Context: an optimization exercise on an open-source flow, tuned for small area. The choices shown serve that exercise and are no tape-out recipe. Function was checked by simulation only, so behaviour that the tests miss may differ from the original. No activity file was given, so power comes from the tool's default toggle rates.

Design finalDesign, start of the top module:
module finalDesign(
	input clk,
	input rst,
	input start_in,
	input end_in,
	input clear_in,
	input en,
	input wire [2:0] check,
	output wire led,
	output wire [2:0] seg,
	output wire [6:0] digits,
	output reg [1:0] winner
);
wire c;
wire tick;
wire [6:0] cnt_th;
wire [3:0] cnt_h;
wire [6:0] cnt_lo;
reg [6:0] max_th;
reg [3:0] max_h;
reg [6:0] max_lo;
reg [3:0] min_h;    
reg [6:0] min_lo;
reg [3:0] avg_h;
reg [3:0] stor_h;
reg clear_logic;
reg start_flag;
reg en_logic;
reg [12:0] lfsr;
reg rnd_zero;
assign led = 1'b0;
splittor sp1(
	.clk_in (clk),
	.rst (rst),
	.c (c),
	.tick (tick)
);
counter c1(
	.clk (clk),
	.rst (rst),
	.ce (tick),
	.en (en_logic),
	.clear (clear_logic),
	.th (cnt_th),
	.h (cnt_h),
	.lo (cnt_lo)
);
display dp1(
	.clk (clk),
	.rst (rst),
	.c (c),
	.digit (stor_h),
	.seg (seg),
	.codeout (digits)
);
wire arm = en & start_in & rnd_zero;
wire start_mid = start_flag | arm;
wire stop = en & end_in & start_mid;
wire en_next = ((en_logic & ~clear_in) | arm) & ~stop;
wire start_next = start_mid & ~stop;
wire [17:0] cnt_all = {cnt_th, cnt_h, cnt_lo};
wire [17:0] max_all = {max_th, max_h, max_lo};
wire [10:0] cnt_low = {cnt_h, cnt_lo};
wire [10:0] min_all = {min_h, min_lo};
reg [18:0] ge;    
reg [11:0] gm;    
reg [7:0] k0;     
reg [7:0] s0;
reg [4:0] k1;
reg [4:0] t;
integer i;
always @* begin
	ge[0] = 1'b1;
	for( i = 0; i < 18; i = i + 1 )
		ge[i+1] = (cnt_all[i] & ~max_all[i]) | ((cnt_all[i] | ~max_all[i]) & ge[i]);
	gm[0] = 1'b1;
	for( i = 0; i < 11; i = i + 1 )
		gm[i+1] = (cnt_low[i] & ~min_all[i]) | ((cnt_low[i] | ~min_all[i]) & gm[i]);
	k0[0] = 1'b0;
	for( i = 0; i < 7; i = i + 1 ) begin
		s0[i] = max_lo[i] ^ min_lo[i] ^ k0[i];
  ...
clock: 13.0 ns
lec_check: 0
abc_area: 1
cap_margin: 20
core_margin: 2
core_utilization: 40
slew_margin: 20
standard.sh (not shown) runs the stock make flow with config.mk's settings and CLKGATE_MAP_FILE= SYNTH_SCRIPT=/design/flow/synth_recipe.tcl, a recipe that flattens the netlist after the stock synthesis.
==> flow/flow/run.sh <==
#!/bin/bash
# Own layout flow: the standard synthesis, then its combinational logic re-mapped
# with a stronger ABC script (registers untouched), then the standard ORFS steps
# with buf_1 port buffers and a clock tree without dummy loads.
set -euo pipefail
W=$(pwd)
R=$W/orfs/results/$FLOW_PLATFORM/finalDesign/base
LIB=$FLOW_HOME/platforms/sky130hd/lib/sky130_fd_sc_hd__tt_025C_1v80.lib

bash standard.sh "$R/1_2_yosys.v" > "$W/log_synth.txt" 2>&1
cp "$R/1_2_yosys.v" "$W/standard_synth.v"

sed -e "s#::LIB::#$LIB#g" -e "s#::IN::#$W/standard_synth.v#" \
    -e "s#::SCRIPT::#$W/flow/deep.abc#" -e "s#::OUT::#$W/remapped.v#" \
    flow/remap.ys > "$W/remap_run.ys"
yosys -s "$W/remap_run.ys" > "$W/log_remap.txt" 2>&1
cp "$W/remapped.v" "$R/1_2_yosys.v"
touch "$R/1_2_yosys.v"

export BUFFER_PORTS_ARGS="-buffer_cell sky130_fd_sc_hd__buf_1"
export CTS_ARGS="-sink_clustering_enable -repair_clock_nets -dont_use_dummy_load $(cat flow/cts_args.txt 2>/dev/null || true)"
bash standard.sh finish > "$W/log_layout.txt" 2>&1
==> flow/flow/cts_args.txt <==
-buf_list sky130_fd_sc_hd__clkbuf_8 -root_buf sky130_fd_sc_hd__clkbuf_8 -sink_clustering_size 40 -sink_clustering_max_diameter 200
Other scripts of this flow, unchanged in this note and not shown: flow/flow/deep.abc, flow/flow/remap.ys
Then changed:
--- a/flow/flow/run.sh
+++ b/flow/flow/run.sh
@@ -21 +21 @@
-export CTS_ARGS="-sink_clustering_enable -repair_clock_nets -dont_use_dummy_load $(cat flow/cts_args.txt 2>/dev/null || true)"
+export CTS_ARGS="-sink_clustering_enable -repair_clock_nets -dont_use_dummy_load ${CTS_EXTRA:-}"
removed: flow/flow/cts_args.txt
Synthesized cell count stays the same.
Clock skew does not change.
Sequential power stays flat.
Via count stays the same.
Power does not change.
Final cell count is unchanged.
Design area does not change.
Register-to-register slack hardly moves.
Wire length stays the same.
Then changed:
--- a/flow/flow/run.sh
+++ b/flow/flow/run.sh
@@ -21 +21 @@
-export CTS_ARGS="-sink_clustering_enable -repair_clock_nets -dont_use_dummy_load ${CTS_EXTRA:-}"
+export CTS_ARGS="-sink_clustering_enable -repair_clock_nets -dont_use_dummy_load $(cat flow/cts_args.txt 2>/dev/null || true)"
==> flow/flow/cts_args.txt (new file) <==
-buf_list sky130_fd_sc_hd__clkbuf_16 -root_buf sky130_fd_sc_hd__clkbuf_16 -sink_clustering_size 100 -sink_clustering_max_diameter 500
Result: Power climbs by 14%; design area climbs by 2.7%; routed wire length stays flat; worst hold slack got worse by 0.0089 ns; first-iteration DRC count climbs by 20%; non-clock buffer count does not change; setup slack improved by 0.025 ns; utilization climbs by 1.2 points.


Another version of the RTL of finalDesign (not shown whole).
For scale: roughly 390 cells after synthesis, about 0.0034 mm^2 of cells after synthesis.
==> flow/config.mk <==
export PLATFORM = sky130hd
export DESIGN_NAME = finalDesign
export DESIGN_NICKNAME = finalDesign
export VERILOG_FILES = /design/flow/design.v
export SDC_FILE = /design/flow/constraint.sdc
export NUM_CORES = 4
export LEC_CHECK = 0
export ABC_AREA = 1
export CAP_MARGIN = 20
export CORE_MARGIN = 2
export CORE_UTILIZATION = 40
export SLEW_MARGIN = 20
==> flow/constraint.sdc <==
create_clock -name core_clock -period 13.0 [get_ports {clk}]
set_input_delay 2.6000 -clock core_clock [delete_from_list [all_inputs] [get_ports {clk}]]
set_output_delay 2.6000 -clock core_clock [all_outputs]
set_load 0.01 [all_outputs]
==> flow/flow/run.sh <==
#!/bin/bash
# Own layout flow: the standard synthesis, then its combinational logic re-mapped
# with a stronger ABC script (registers untouched; several random seeds, the
# smallest result kept), then the standard ORFS steps with buf_1 port buffers.
set -euo pipefail
W=$(pwd)
R=$W/orfs/results/$FLOW_PLATFORM/finalDesign/base
LIB=$FLOW_HOME/platforms/sky130hd/lib/sky130_fd_sc_hd__tt_025C_1v80.lib

bash standard.sh "$R/1_2_yosys.v" > "$W/log_synth.txt" 2>&1
cp "$R/1_2_yosys.v" "$W/standard_synth.v"

for S in 1 2 3 4; do
  sed -e "s/-S 0/-S $S/" flow/deep.abc > "$W/deep_$S.abc"
  sed -e "s#::LIB::#$LIB#g" -e "s#::IN::#$W/standard_synth.v#" \
      -e "s#::SCRIPT::#$W/deep_$S.abc#" -e "s#::OUT::#$W/remapped_$S.v#" \
      flow/remap.ys > "$W/remap_$S.ys"
  yosys -s "$W/remap_$S.ys" > "$W/log_remap_$S.txt" 2>&1 &
done
wait
best=""; bestarea=""
for S in 1 2 3 4; do
  a=$(grep "Chip area" "$W/log_remap_$S.txt" | tail -1 | awk '{print $NF}')
  [[ -n "$a" && -s "$W/remapped_$S.v" ]] || continue
  if [[ -z "$best" ]] || awk "BEGIN{exit !($a < $bestarea)}"; then best=$S; bestarea=$a; fi
done
echo "remap seed $best area $bestarea" > "$W/log_remap_choice.txt"
cp "$W/remapped_$best.v" "$R/1_2_yosys.v"
touch "$R/1_2_yosys.v"

export BUFFER_PORTS_ARGS="-buffer_cell sky130_fd_sc_hd__buf_1"
export CTS_ARGS="-sink_clustering_enable -repair_clock_nets -dont_use_dummy_load $(cat flow/cts_args.txt 2>/dev/null || true)"
bash standard.sh finish > "$W/log_layout.txt" 2>&1
==> flow/flow/cts_args.txt <==
-buf_list sky130_fd_sc_hd__clkbuf_4 -root_buf sky130_fd_sc_hd__clkbuf_8 -sink_clustering_size 10 -sink_clustering_max_diameter 40
==> flow/flow/remap.ys <==
# Re-map the combinational logic of the standard synthesis; registers are kept as they are.
read_liberty -ignore_miss_func ::LIB::
read_verilog ::IN::
hierarchy -top finalDesign
blackbox sky130_fd_sc_hd__df*
flatten
opt_clean -purge
abc -liberty ::LIB:: -dont_use sky130_fd_sc_hd__lpflow_bleeder_1 -dont_use sky130_fd_sc_hd__lpflow_clkbufkapwr_1 -dont_use sky130_fd_sc_hd__lpflow_clkbufkapwr_16 -dont_use sky130_fd_sc_hd__lpflow_clkbufkapwr_2 -dont_use sky130_fd_sc_hd__lpflow_clkbufkapwr_4 -dont_use sky130_fd_sc_hd__lpflow_clkbufkapwr_8 -dont_use sky130_fd_sc_hd__lpflow_clkinvkapwr_1 -dont_use sky130_fd_sc_hd__lpflow_clkinvkapwr_16 -dont_use sky130_fd_sc_hd__lpflow_clkinvkapwr_2 -dont_use sky130_fd_sc_hd__lpflow_clkinvkapwr_4 -dont_use sky130_fd_sc_hd__lpflow_clkinvkapwr_8 -dont_use sky130_fd_sc_hd__lpflow_decapkapwr_12 -dont_use sky130_fd_sc_hd__lpflow_decapkapwr_3 -dont_use sky130_fd_sc_hd__lpflow_decapkapwr_4 -dont_use sky130_fd_sc_hd__lpflow_decapkapwr_6 -dont_use sky130_fd_sc_hd__lpflow_decapkapwr_8 -dont_use sky130_fd_sc_hd__lpflow_inputiso0n_1 -dont_use sky130_fd_sc_hd__lpflow_inputiso0p_1 -dont_use sky130_fd_sc_hd__lpflow_inputiso1n_1 -dont_use sky130_fd_sc_hd__lpflow_inputiso1p_1 -dont_use sky130_fd_sc_hd__lpflow_inputisolatch_1 -dont_use sky130_fd_sc_hd__lpflow_isobufsrc_1 -dont_use sky130_fd_sc_hd__lpflow_isobufsrc_16 -dont_use sky130_fd_sc_hd__lpflow_isobufsrc_2 -dont_use sky130_fd_sc_hd__lpflow_isobufsrc_4 -dont_use sky130_fd_sc_hd__lpflow_isobufsrc_8 -dont_use sky130_fd_sc_hd__lpflow_isobufsrckapwr_16 -dont_use sky130_fd_sc_hd__lpflow_lsbuf_lh_hl_isowell_tap_1 -dont_use sky130_fd_sc_hd__lpflow_lsbuf_lh_hl_isowell_tap_2 -dont_use sky130_fd_sc_hd__lpflow_lsbuf_lh_hl_isowell_tap_4 -dont_use sky130_fd_sc_hd__lpflow_lsbuf_lh_isowell_4 -dont_use sky130_fd_sc_hd__lpflow_lsbuf_lh_isowell_tap_1 -dont_use sky130_fd_sc_hd__lpflow_lsbuf_lh_isowell_tap_2 -dont_use sky130_fd_sc_hd__lpflow_lsbuf_lh_isowell_tap_4 -dont_use sky130_fd_sc_hd__probe_p_8 -dont_use sky130_fd_sc_hd__probec_p_8  -script ::SCRIPT::
opt_clean -purge
hilomap -singleton -hicell sky130_fd_sc_hd__conb_1 HI -locell sky130_fd_sc_hd__conb_1 LO
splitnets
opt_clean -purge
rename -enumerate -pattern rm_% w:$* c:$*
stat -liberty ::LIB::
write_verilog -noattr -nohex -nodec ::OUT::
Other scripts of this flow, unchanged in this note and not shown: flow/flow/deep.abc
Then changed:
--- a/flow/flow/remap.ys
+++ b/flow/flow/remap.ys
@@ -6,2 +6,3 @@
 flatten
+rename -hide w:_*_.*
 opt_clean -purge
- CORE_UTILIZATION: 40 -> 65
removed: flow/flow/cts_args.txt
Result:
- cell count drops by about 6.6%
- via count climbs by about 2.2%
- worst hold slack gets worse by 0.0064 ns
- utilization climbs by 27 points
- total power stays flat
- routed wire length climbs by about 3.2%
Then changed:
- CORE_UTILIZATION: 65 -> 40
- GPL_TIMING_DRIVEN: default -> 0
Effect: Power came out higher by about 0.4%; die area is higher by 59%; area after synthesis stays the same; wire length came out lower by 3.6%; final area climbs by 1.1%; core utilization is lower by 27 points.
Then changed:
- GPL_TIMING_DRIVEN: 0 -> default
Result: Flip-flop and latch count does not change. Die area stays the same. Global-route usage went down by 0.23 points. Synthesized cell count stays the same. Sequential share of layout area is about the same. Count of clock-buffer cells in the layout stays the same. Via count went up by 0.70%. Utilization hardly moves. Worst setup slack gets better by 0.035 ns. Clock power stays flat.

port drivers added, routing unchanged:
In the flow no input, the clock included, has a driving cell. The finished layouts below were timed again as built, in two steps.
Step 1: set_driving_cell puts a clkbuf_16 on clk and a buf_2 on each other input, an assumption about the parent block.
Step 2 times the ports against the registers' clock, not the clock port: input delays grow and output delays shrink by t, the midpoint of the rising clock arrivals with the driver on.
a / b / c = ideal / step 1 / step 2; a / b = the first two.
run	shift t [ns]	setup slack, ns	worst setup path at the end
the first run of note 1	0.366	8.270 / 8.239 / 8.182	input to register
the second run of note 1	0.366	8.270 / 8.239 / 8.182	input to register
the third run of note 1	0.356	8.294 / 8.260 / 8.194	input to register
the first run of note 2	0.369	8.696 / 8.664 / 8.614	input to register
the second run of note 2	0.370	8.708 / 8.678 / 8.689	input to register
the third run of note 2	0.370	8.701 / 8.669 / 8.487	input to register
the fourth run of note 2	0.366	8.736 / 8.705 / 8.592	input to register
After both steps every run listed still meets setup and hold. The setup slack of the third run of note 2, which loses most, moves by -0.032 ns with the drivers and by -0.214 ns with both steps.
